Source: an optimization exercise on an open RTL-to-GDS flow (aim: small area). Production flows keep margins and buffers that such runs may drop. Function was checked by simulation only, so behaviour that the tests miss may differ from the original.

== old ==
==> flow/design.v <==
module data_ingress (
    input  logic        clk,
    input  logic        rst,
    input  logic [15:0] adc_ch0,
    input  logic [15:0] adc_ch1,
    input  logic        adc_valid,
    output logic [31:0] m_tdata,
    output logic        m_tvalid,
    input  logic        m_tready
);
    always_ff @(posedge clk) begin
        if (!m_tvalid) m_tdata <= {adc_ch1, adc_ch0};
        if (rst)
            m_tvalid <= 1'b0;
        else if (!m_tvalid)
            m_tvalid <= adc_valid;
        else if (m_tready)
            m_tvalid <= 1'b0;
    end
endmodule
module axi_capture_controller (
    input  logic        clk,
    input  logic        rst,
    input  logic        s_tvalid,
    output logic        s_tready,
    input  logic        m_tready,
    output logic        m_tvalid,
    input  logic        trigger_in,
    input  logic [7:0]  capture_len_cfg,
    input  logic [31:0] timestamp_counter,
    output logic [31:0] latched_timestamp,
    output logic        capture_active
);
    logic trigger_sync, trigger_prev;
    logic rise_d1, trigger_valid;
    logic trigger_latched;
    logic [15:0] sample_count;
    logic [16:0] sample_count_inc;
    logic sample_fire, last_sample;
    always_ff @(posedge clk) begin
        if (rst) begin
            trigger_sync  <= 1'b0;
            trigger_prev  <= 1'b0;
            rise_d1       <= 1'b0;
            trigger_valid <= 1'b0;
        end else begin
            trigger_sync  <= trigger_in;
            trigger_prev  <= trigger_sync;
            rise_d1       <= trigger_sync & ~trigger_prev;
            trigger_valid <= rise_d1;
        end
    end
    assign s_tready    = capture_active & m_tready;
    assign m_tvalid    = capture_active & s_tvalid;
    assign sample_fire = s_tvalid & s_tready;
    assign sample_count_inc = {1'b0, sample_count} + 17'd1;
    assign last_sample = sample_fire && (sample_count_inc == {9'd0, capture_len_cfg});
    always_ff @(posedge clk) begin
        if (rst)
            capture_active <= 1'b0;
        else if (capture_active)
            capture_active <= !last_sample;
        else
            capture_active <= trigger_valid && !trigger_latched;
        if (rst || !capture_active)
            sample_count <= '0;
        else if (sample_fire)
            sample_count <= sample_count_inc[15:0];
        if (!capture_active && trigger_valid)
            latched_timestamp <= timestamp_counter;
        if (rst)
            trigger_latched <= 1'b0;
        else if (capture_active)
            trigger_latched <= 1'b1;
        else if (!trigger_sync)
            trigger_latched <= 1'b0;
    end
endmodule
module axi_fifo (
    input  logic        clk,
    input  logic        rst,
    input  logic [31:0] s_tdata,
    input  logic        s_tvalid,
    output logic        s_tready,
    output logic [31:0] m_tdata,
    output logic        m_tvalid,
    input  logic        m_tready
);
    logic [31:0] mem [0:15];
    logic [16:1] fill;
    wire empty = ~|fill;
    logic was_nonempty;
    assign m_tvalid = was_nonempty & ~empty;
    wire full = fill[16];
    wire push = s_tvalid & ~full;
    wire pop  = m_tvalid & m_tready;
    assign s_tready = ~full;
    always_ff @(posedge clk) begin
        if (push) begin
            mem[0] <= s_tdata;
            for (int i = 1; i < 16; i++) mem[i] <= mem[i-1];
        end
    end
    always_comb begin
        m_tdata = '0;
        for (int i = 0; i < 16; i++)
            m_tdata = m_tdata | ({32{fill[i+1]}} & mem[i]);
    end
    always_ff @(posedge clk) was_nonempty <= ~empty;
    always_ff @(posedge clk) begin
        if (rst) begin
            fill     <= '0;
        end else begin
            if (push && !pop) fill <= {fill[15:1], empty};
            else if (pop && !push) fill <= {1'b0, fill[16:2]};
        end
    end
endmodule
module axi_packetizer (
    input  logic        clk,
    input  logic        rst,
    input  logic [31:0] s_tdata,
    input  logic        s_tvalid,
    output logic        s_tready,
    output logic [31:0] m_tdata,
    output logic        m_tvalid,
    input  logic        m_tready,
    output logic        m_tlast,
    input  logic [31:0] timestamp_latched,
    input  logic [7:0]  capture_len_cfg,
    input  logic [15:0] error_flags
);
    localparam logic [2:0] ST_IDLE        = 3'd0,
                           ST_HEADER      = 3'd1,
                           ST_TIMESTAMP   = 3'd2,
                           ST_CHNID       = 3'd3,
                           ST_SAMPLECOUNT = 3'd4,
                           ST_PAYLOAD     = 3'd5,
                           ST_INFO        = 3'd6,
                           ST_DONE        = 3'd7;
    localparam logic [31:0] HEADER = 32'h30415144;
    logic [2:0]  state;
    logic [1:0]  byte_idx;
    logic [1:0]  out_idx;
    logic        word_active, word_active_d;
    logic [7:0]  remaining;
    logic [15:0] error_flags_reg;
    logic [31:0] payload_reg;
    wire st_idle    = (state == ST_IDLE);
    wire st_header  = (state == ST_HEADER);
    wire st_ts      = (state == ST_TIMESTAMP);
    wire st_count   = (state == ST_SAMPLECOUNT);
    wire st_payload = (state == ST_PAYLOAD);
    wire st_info    = (state == ST_INFO);
    assign s_tready = st_idle | (st_payload & ~word_active);
    assign m_tvalid = ~st_idle & (~st_payload | word_active_d);
    assign m_tlast  = (state == ST_DONE);
    wire notify_out = m_tvalid & m_tready;
    wire load_word  = st_payload & ~word_active & s_tvalid;
    logic advance;
    always_comb begin
        case (state)
            ST_IDLE:      advance = s_tvalid;
            ST_HEADER,
            ST_TIMESTAMP: advance = notify_out & (byte_idx == 2'd3);
            ST_PAYLOAD:   advance = notify_out & (byte_idx == 2'd3) & (remaining == 8'd0);
            ST_INFO:      advance = notify_out & byte_idx[0];
            default:      advance = notify_out;
        endcase
    end
    wire idx_inc = notify_out & (st_header | st_ts | st_info | (st_payload & word_active));
    always_ff @(posedge clk) begin
        if (rst) state <= ST_IDLE;
        else if (advance) state <= state + 3'd1;
        if (st_idle) byte_idx <= 2'd0;
        else if (idx_inc) byte_idx <= byte_idx + 2'd1;
        word_active   <= st_payload & (word_active ? ~(notify_out & byte_idx == 2'd3) : s_tvalid);
        word_active_d <= word_active;
        out_idx       <= byte_idx;
        if (st_idle) begin
            remaining       <= capture_len_cfg;
            error_flags_reg <= error_flags;
        end else if (load_word) begin
            remaining <= remaining - 8'd1;
        end
        if (st_idle) payload_reg <= timestamp_latched;
        else if (st_payload && !word_active) payload_reg <= s_tdata;
    end
    logic [1:0] shift;
    logic [3:0] sel_hdr, sel_pl;
    logic [1:0] sel_ef;
    always_comb begin
        shift = st_payload ? out_idx : byte_idx;
        for (int d = 0; d < 4; d++) begin
            sel_hdr[d] = st_header & (shift == d[1:0]);
            sel_pl[d]  = (st_ts | st_payload) & (shift == d[1:0]);
        end
        for (int d = 0; d < 2; d++)
            sel_ef[d] = st_info & (shift == d[1:0]);
        m_tdata = '0;
        for (int lane = 0; lane < 4; lane++)
            for (int d = 0; d < 4 - lane; d++) begin
                m_tdata[8*lane +: 8] = m_tdata[8*lane +: 8]
                    | ({8{sel_hdr[d]}} & HEADER[8*(lane+d) +: 8])
                    | ({8{sel_pl[d]}}  & payload_reg[8*(lane+d) +: 8]);
                if (lane + d < 2 && d < 2)
                    m_tdata[8*lane +: 8] = m_tdata[8*lane +: 8]
                        | ({8{sel_ef[d]}} & error_flags_reg[8*(lane+d) +: 8]);
            end
        m_tdata[7:0] = m_tdata[7:0] | ({8{st_count}} & remaining);
    end
endmodule
module usb_tx_if (
    input  logic        clk,
    input  logic        rst,
    input  logic [31:0] s_tdata,
    input  logic        s_tvalid,
    output logic        s_tready,
    output logic [31:0] usb_data,
    output logic        usb_wr_en,
    input  logic        usb_full
);
    assign s_tready = ~usb_full;
    always_ff @(posedge clk) begin
        usb_data <= s_tdata;
        if (rst) usb_wr_en <= 1'b0;
        else     usb_wr_en <= s_tvalid & ~usb_full;
    end
endmodule
module daq_top (
    input logic clk,
    input logic rst,
    input logic [15:0] adc_ch0,
    input logic [15:0] adc_ch1,
    input logic adc_valid,
    input logic trigger_in,
    input logic [31:0] timestamp_counter,
    input logic [7:0] capture_len_cfg,
    input logic [15:0] error_flags,
    input logic usb_full,
    output logic [7:0] tx_data,
    output logic tx_valid,
    input  logic tx_ready,
    output logic tx_last,
    output logic capture_active,
    output logic [31:0]usb_data,
    output logic usb_wr_en
);
    logic [31:0] ingress_tdata;
    logic ingress_tvalid, ingress_tready;
    logic capture_tvalid, capture_tready;
    logic [31:0] fifo_tdata;
    logic fifo_tvalid, fifo_tready;
    logic [31:0] packet_tdata;
    logic packet_tvalid, packet_tready, packet_tlast;
    logic [31:0] latched_timestamp;
    logic usb_ready;
    data_ingress u_ingress (
        .clk(clk),
        .rst(rst),
        .adc_ch0(adc_ch0),
        .adc_ch1(adc_ch1),
        .adc_valid(adc_valid),
        .m_tdata(ingress_tdata),
        .m_tvalid(ingress_tvalid),
        .m_tready(ingress_tready)
    );
    axi_capture_controller u_capture (
        .clk(clk),
        .rst(rst),
        .s_tvalid(ingress_tvalid),
        .s_tready(ingress_tready),
        .m_tready(capture_tready),
        .m_tvalid(capture_tvalid),
        .trigger_in(trigger_in),
        .capture_len_cfg(capture_len_cfg),
        .timestamp_counter(timestamp_counter),
        .latched_timestamp(latched_timestamp),
        .capture_active(capture_active)
    );
    axi_fifo u_fifo (
        .clk(clk),
        .rst(rst),
        .s_tdata(ingress_tdata),
        .s_tvalid(capture_tvalid),
        .s_tready(capture_tready),
        .m_tdata(fifo_tdata),
        .m_tvalid(fifo_tvalid),
        .m_tready(fifo_tready)
    );
    axi_packetizer u_packetizer (
        .clk(clk),
        .rst(rst),
        .s_tdata(fifo_tdata),
        .s_tvalid(fifo_tvalid),
        .s_tready(fifo_tready),
        .m_tdata(packet_tdata),
        .m_tvalid(packet_tvalid),
        .m_tready(packet_tready),
        .m_tlast(packet_tlast),
        .timestamp_latched(latched_timestamp),
        .capture_len_cfg(capture_len_cfg),
        .error_flags(error_flags)
    );
    usb_tx_if usb_tx_inst (
        .clk(clk),
        .rst(rst),
        .s_tdata(packet_tdata),
        .s_tvalid(packet_tvalid),
        .s_tready(usb_ready),
        .usb_data(usb_data),
        .usb_wr_en(usb_wr_en),
        .usb_full(usb_full)
    );
    assign tx_data  = packet_tdata[7:0];
    assign tx_valid = packet_tvalid;
    assign packet_tready = usb_ready & tx_ready;
    assign tx_last  = packet_tlast;
endmodule
Settings: LEC_CHECK=0, CAP_MARGIN=0, CORE_MARGIN=2, CORE_UTILIZATION=40, PLACE_DENSITY=0.75, SLEW_MARGIN=0; clock period 5.0 ns.
standard.sh (not shown) runs the stock make flow with config.mk's settings and CLKGATE_MAP_FILE= SYNTH_SCRIPT=/design/flow/synth_recipe.tcl, a recipe that flattens the netlist after the stock synthesis.
==> flow/flow/run.sh <==
#!/bin/bash
# Own layout flow:
#  1. the standard synthesis (standard.sh synth), unchanged.
#  2. The combinational logic of that netlist is mapped again by Yosys/ABC for
#     area (flow/remap.tcl); every flip-flop instance of the standard synthesis
#     is kept as it is (same instance, name and cell type).
#  3. The rest of the standard ORFS flow (standard.sh finish) on that netlist,
#     with two make variables:
#     - port buffers are sky130_fd_sc_hd__buf_1;
#     - CTS without dummy loads, clkbuf_8, at most 18 sinks per cluster.
# Each tool's full output is in a log file here (flow_*.log) or, for the ORFS
# steps, under orfs/logs.
set -euo pipefail
R=orfs/results/${FLOW_PLATFORM}/daq_top/base
YOSYS=${YOSYS_EXE:-$(command -v yosys || echo $FLOW_HOME/../tools/install/yosys/bin/yosys)}
export REMAP_LIB=$FLOW_HOME/platforms/${FLOW_PLATFORM}/lib/sky130_fd_sc_hd__tt_025C_1v80.lib
export REMAP_DONT_USE="-dont_use sky130_fd_sc_hd__probe_p_8 -dont_use sky130_fd_sc_hd__probec_p_8 -dont_use sky130_fd_sc_hd__lpflow_bleeder_1 -dont_use sky130_fd_sc_hd__lpflow_clkbufkapwr_1 -dont_use sky130_fd_sc_hd__lpflow_clkbufkapwr_16 -dont_use sky130_fd_sc_hd__lpflow_clkbufkapwr_2 -dont_use sky130_fd_sc_hd__lpflow_clkbufkapwr_4 -dont_use sky130_fd_sc_hd__lpflow_clkbufkapwr_8 -dont_use sky130_fd_sc_hd__lpflow_clkinvkapwr_1 -dont_use sky130_fd_sc_hd__lpflow_clkinvkapwr_16 -dont_use sky130_fd_sc_hd__lpflow_clkinvkapwr_2 -dont_use sky130_fd_sc_hd__lpflow_clkinvkapwr_4 -dont_use sky130_fd_sc_hd__lpflow_clkinvkapwr_8 -dont_use sky130_fd_sc_hd__lpflow_decapkapwr_12 -dont_use sky130_fd_sc_hd__lpflow_decapkapwr_3 -dont_use sky130_fd_sc_hd__lpflow_decapkapwr_4 -dont_use sky130_fd_sc_hd__lpflow_decapkapwr_6 -dont_use sky130_fd_sc_hd__lpflow_decapkapwr_8 -dont_use sky130_fd_sc_hd__lpflow_inputiso0n_1 -dont_use sky130_fd_sc_hd__lpflow_inputiso0p_1 -dont_use sky130_fd_sc_hd__lpflow_inputiso1n_1 -dont_use sky130_fd_sc_hd__lpflow_inputiso1p_1 -dont_use sky130_fd_sc_hd__lpflow_inputisolatch_1 -dont_use sky130_fd_sc_hd__lpflow_isobufsrc_1 -dont_use sky130_fd_sc_hd__lpflow_isobufsrc_16 -dont_use sky130_fd_sc_hd__lpflow_isobufsrc_2 -dont_use sky130_fd_sc_hd__lpflow_isobufsrc_4 -dont_use sky130_fd_sc_hd__lpflow_isobufsrc_8 -dont_use sky130_fd_sc_hd__lpflow_isobufsrckapwr_16 -dont_use sky130_fd_sc_hd__lpflow_lsbuf_lh_hl_isowell_tap_1 -dont_use sky130_fd_sc_hd__lpflow_lsbuf_lh_hl_isowell_tap_2 -dont_use sky130_fd_sc_hd__lpflow_lsbuf_lh_hl_isowell_tap_4 -dont_use sky130_fd_sc_hd__lpflow_lsbuf_lh_isowell_4 -dont_use sky130_fd_sc_hd__lpflow_lsbuf_lh_isowell_tap_1 -dont_use sky130_fd_sc_hd__lpflow_lsbuf_lh_isowell_tap_2 -dont_use sky130_fd_sc_hd__lpflow_lsbuf_lh_isowell_tap_4"

bash standard.sh synth > flow_synth.log 2>&1
cp $R/1_2_yosys.v flow_standard_synth.v
REMAP_IN=flow_standard_synth.v REMAP_OUT=$R/1_2_yosys.v $YOSYS -c flow/remap.tcl > flow_remap.log 2>&1
rm -f $R/1_synth.odb $R/1_synth.sdc
bash standard.sh \
  "BUFFER_PORTS_ARGS=-buffer_cell sky130_fd_sc_hd__buf_1" \
  "CTS_ARGS=-sink_clustering_enable -repair_clock_nets -dont_use_dummy_load -buf_list sky130_fd_sc_hd__clkbuf_8 -sink_clustering_size 18 -sink_clustering_max_diameter 60" \
  finish > flow_make.log 2>&1
Other scripts of this flow, unchanged in this note and not shown: flow/flow/remap.tcl
old closes out successfully: all stages finished, all timing, DRC and antenna checks passed.
For new, these inputs were changed with respect to old:
# old
export LEC_CHECK = 0
export CAP_MARGIN = 0
export CORE_MARGIN = 2
export CORE_UTILIZATION = 40
export PLACE_DENSITY = 0.75
export SLEW_MARGIN = 0
create_clock -name core_clock -period 5.0 [get_ports {clk}]
# new
export LEC_CHECK = 0
export CAP_MARGIN = 0
export CORE_MARGIN = 2
export CORE_UTILIZATION = 55
export PLACE_DENSITY = 0.75
export SLEW_MARGIN = 0
create_clock -name core_clock -period 5.0 [get_ports {clk}]
==> run summary <==
Wire length (new vs. old) decreases by a few percent. Re depth of the CTS H-tree: no difference whatsoever between new and old. Of new and old, old shows the higher HPWL reported at the end of detailed placement, with new below it. new vs old — ratio of final minimum period to clock period rose 1.4 points. Comparing new and old, the lower layout-stage area growth over the synthesis result is on new. Relative to old, height of the die decreased by 14% in new. Sort new and old by setup slack asc -> top: new.

## static timing again, ports no longer ideal
No port has a modelled driver above. Below, the same layouts with a new extraction and two added sets of constraints.
Step 1 sets driving cells, clkbuf_16 on the clock port and buf_2 on the other inputs (assumed; they add their load-dependent delay and slew).
Step 2 also shifts input and output timing later by t, the mid clock arrival at the registers, as if the neighbouring blocks saw the same clock.
a / b / c = ideal ports / drivers / drivers and shift; a / b = the first two.
run	t (ns)	setup WS [ns]	worst register clock-pin slew, ns	worst data-port slew with drivers (ns)	pins driven straight from the clock port
old	0.715	0.390 / 0.338 / 1.053	0.12 / 0.12	0.06	1
new	0.683	0.318 / 0.268 / 0.951	0.11 / 0.11	0.06	1
After both steps setup and hold are still met in every run listed.
